Background: an optimization exercise with open tools, aiming at small area and a short achievable clock period. Do not read the settings as production practice.
No activity file was given, so power comes from the tool's default toggle rates.

Design sigmoid9slices, start of the top module:
module sigmoid9slices (
    input wire clk,
    input wire rst_n,
    input wire signed [15:0] x0_in,
    input wire signed [15:0] x1_in,
    input wire valid_in,
    output reg signed [15:0] y0_out,
    output reg signed [15:0] y1_out,
    output reg valid_out
);
For scale: ~770 cells after synthesis, roughly 110 flip-flops, ~68 I/O pins, ~6900 um^2 of cells after synthesis.
clock: 8.0 ns
lec_check: 0
cap_margin: 20
core_margin: 2
core_utilization: 70
setup_slack_margin: 5
slew_margin: 20
standard.sh (not shown) runs the stock make flow with config.mk's settings and CLKGATE_MAP_FILE= SYNTH_SCRIPT=/design/flow/synth_recipe.tcl, a recipe that flattens the netlist after the stock synthesis.
==> flow/flow/run.sh <==
#!/bin/bash
# Standard layout, with plain buffers (instead of delay cells) on the ports, and the
# timing repair aimed at a setup slack of 5.6 ns.
set -e
export BUFFER_PORTS_ARGS="-buffer_cell sky130_fd_sc_hd__buf_2"
bash standard.sh finish SETUP_SLACK_MARGIN=5.6 > standard.log 2>&1
Then changed:
--- a/flow/design.v
+++ b/flow/design.v
@@ -4,45 +4,46 @@
     input wire rst_n,
     input wire signed [15:0] x0_in,
     input wire signed [15:0] x1_in,
     input wire valid_in,
     output reg signed [15:0] y0_out,
     output reg signed [15:0] y1_out,
     output reg valid_out
 );
     reg v1, v2;
     always @(posedge clk or negedge rst_n)
         if (!rst_n) begin v1 <= 1'b0; v2 <= 1'b0; valid_out <= 1'b0; end
         else begin v1 <= valid_in; v2 <= v1; valid_out <= v2; end
-    function [5:0] dec(input [15:0] x);
+    function [4:0] dec(input [15:0] x);
         reg [14:0] u;
         reg g1, g2, g3, g4, g5;
         begin
             g1 = x[15] ? (x[14:0] <= 15'd31402) : (x[14:0] >= 15'd1365);
             g2 = x[15] ? (x[14:0] <= 15'd28671) : (x[14:0] >= 15'd4096);
             g3 = x[15] ? (x[14:0] <= 15'd25940) : (x[14:0] >= 15'd6827);
             g4 = x[15] ? (x[14:0] <= 15'd23210) : (x[14:0] >= 15'd9557);
             g5 = x[15] ? (x[14:0] <= 15'd20479) : (x[14:0] >= 15'd12288);
-            dec = {g5, ~g1, g1 & ~g2, g2 & ~g3, g3 & ~g4, g4 & ~g5};
+            dec = {g5, g4, g3, g2, g1};   
         end
     endfunction
     reg [12:0] a0, a1;   
-    reg [5:0] c0, c1;
+    reg [4:0] th0, th1;
     always @(posedge clk) begin
         a0 <= {x0_in[15], x0_in[11:0]}; a1 <= {x1_in[15], x1_in[11:0]};
-        c0 <= dec(x0_in); c1 <= dec(x1_in);
+        th0 <= dec(x0_in); th1 <= dec(x1_in);
     end
     wire [10:0] xr0 = a0[10:0];
     wire [10:0] xn0 = ~a0[10:0];
-    wire sat0 = c0[5];
+    wire [4:0] c0 = {~th0[0], th0[0] & ~th0[1], th0[1] & ~th0[2], th0[2] & ~th0[3], th0[3] & ~th0[4]};
+    wire sat0 = th0[4];
     wire r0_0_0 = (c0[0] & xr0[0]) | (c0[1] & xn0[0]);
     wire r0_0_1 = c0[1];
     wire r0_1_0 = ((c0[0] | c0[2] | c0[3]) & xr0[0]) | (c0[1] & xn0[1]) | (c0[4] & xn0[0]);
     wire r0_1_1 = (c0[0] & xr0[1]) | c0[4];
     wire r0_2_0 = ((c0[0] | c0[2] | c0[3]) & xr0[1]) | (c0[1] & xn0[2]) | (c0[4] & xn0[1]);
     wire r0_2_1 = (c0[0] & xr0[2]);
     wire r0_3_0 = ((c0[0] | c0[2] | c0[3]) & xr0[2]) | (c0[1] & xn0[3]) | (c0[4] & xn0[2]);
     wire r0_3_1 = ((c0[0] | c0[1]) & xr0[0]);
     wire r0_3_2 = (c0[0] & xr0[3]);
     wire r0_4_0 = ((c0[0] | c0[2] | c0[3]) & xr0[3]) | (c0[1] & xn0[4]) | (c0[4] & xn0[0]);
     wire r0_4_1 = ((c0[0] | c0[1]) & xr0[1]) | (c0[3] & xr0[0]) | c0[4];
     wire r0_4_2 = (c0[0] & xr0[4]) | (c0[4] & xn0[3]);
@@ -234,25 +235,26 @@
     assign ys0[2] = ys0_p2 ^ ys0_G37;
     assign ys0[3] = ys0_p3 ^ ys0_G47;
     assign ys0[4] = ys0_p4 ^ ys0_G42;
     assign ys0[5] = ys0_p5 ^ ys0_G48;
     assign ys0[6] = ys0_p6 ^ ys0_G45;
     assign ys0[7] = ys0_p7 ^ ys0_G49;
     assign ys0[8] = ys0_p8 ^ ys0_G44;
     assign ys0[9] = ys0_p9 ^ ys0_G50;
     assign ys0[10] = ys0_p10 ^ ys0_G46;
     always @(posedge clk) y0_out <= {5'b0, ys0};
     wire [10:0] xr1 = a1[10:0];
     wire [10:0] xn1 = ~a1[10:0];
-    wire sat1 = c1[5];
+    wire [4:0] c1 = {~th1[0], th1[0] & ~th1[1], th1[1] & ~th1[2], th1[2] & ~th1[3], th1[3] & ~th1[4]};
+    wire sat1 = th1[4];
     wire r1_0_0 = (c1[0] & xr1[0]) | (c1[1] & xn1[0]);
     wire r1_0_1 = c1[1];
     wire r1_1_0 = ((c1[0] | c1[2] | c1[3]) & xr1[0]) | (c1[1] & xn1[1]) | (c1[4] & xn1[0]);
     wire r1_1_1 = (c1[0] & xr1[1]) | c1[4];
     wire r1_2_0 = ((c1[0] | c1[2] | c1[3]) & xr1[1]) | (c1[1] & xn1[2]) | (c1[4] & xn1[1]);
     wire r1_2_1 = (c1[0] & xr1[2]);
     wire r1_3_0 = ((c1[0] | c1[2] | c1[3]) & xr1[2]) | (c1[1] & xn1[3]) | (c1[4] & xn1[2]);
     wire r1_3_1 = ((c1[0] | c1[1]) & xr1[0]);
     wire r1_3_2 = (c1[0] & xr1[3]);
     wire r1_4_0 = ((c1[0] | c1[2] | c1[3]) & xr1[3]) | (c1[1] & xn1[4]) | (c1[4] & xn1[0]);
     wire r1_4_1 = ((c1[0] | c1[1]) & xr1[1]) | (c1[3] & xr1[0]) | c1[4];
     wire r1_4_2 = (c1[0] & xr1[4]) | (c1[4] & xn1[3]);
Sequential share of layout area goes down by 2.6 points.
Global-route usage increases by 4.3 points.
Register-to-register slack gets worse by 570 ps.
Worst setup slack degrades by 570 ps.
Via count came out higher by 12%.
Clock skew rises by 4.3 ps.
Final cell count increases by 6.1%.
Design area came out higher by about 7%.
Combinational power rises by 18%.
Synthesized cell count came out higher by about 0.9%.
Clock-buffer cell count stays the same.
Sequential cell count shrinks by 2.
Function was not checked in any run of this note: the RTL went through the layout flow alone.

-- separate check: timing with driven ports --
How much do the figures lean on ideal ports? The routed layouts below were timed once more, with nothing changed but the port constraints. Step 1 sets driving cells, clkbuf_16 on the clock port and buf_2 on the other inputs (assumed; they add their load-dependent delay and slew). Step 2, shift: input delay + t, output delay - t, t = (earliest + latest rising clock arrival at the registers) / 2. This alone moves slack from input paths to output paths. a / b / c = ideal ports / drivers / drivers and shift; a / b = the first two.
| run | t (ns) | setup WS [ns] | worst register clock-pin slew, ns | pins driven straight from the clock port |
|---|---|---|---|---|
| the first run | 0.417 | 5.081 / 5.081 / 5.063 | 0.12 / 0.12 | 1 |
| the second run | 0.421 | 4.508 / 4.508 / 4.508 | 0.11 / 0.11 | 1 |
After both steps every run listed still meets setup and hold. For the first run, which loses most, drivers alone change the setup slack by 0.000 ns; drivers and shift together by -0.018 ns.
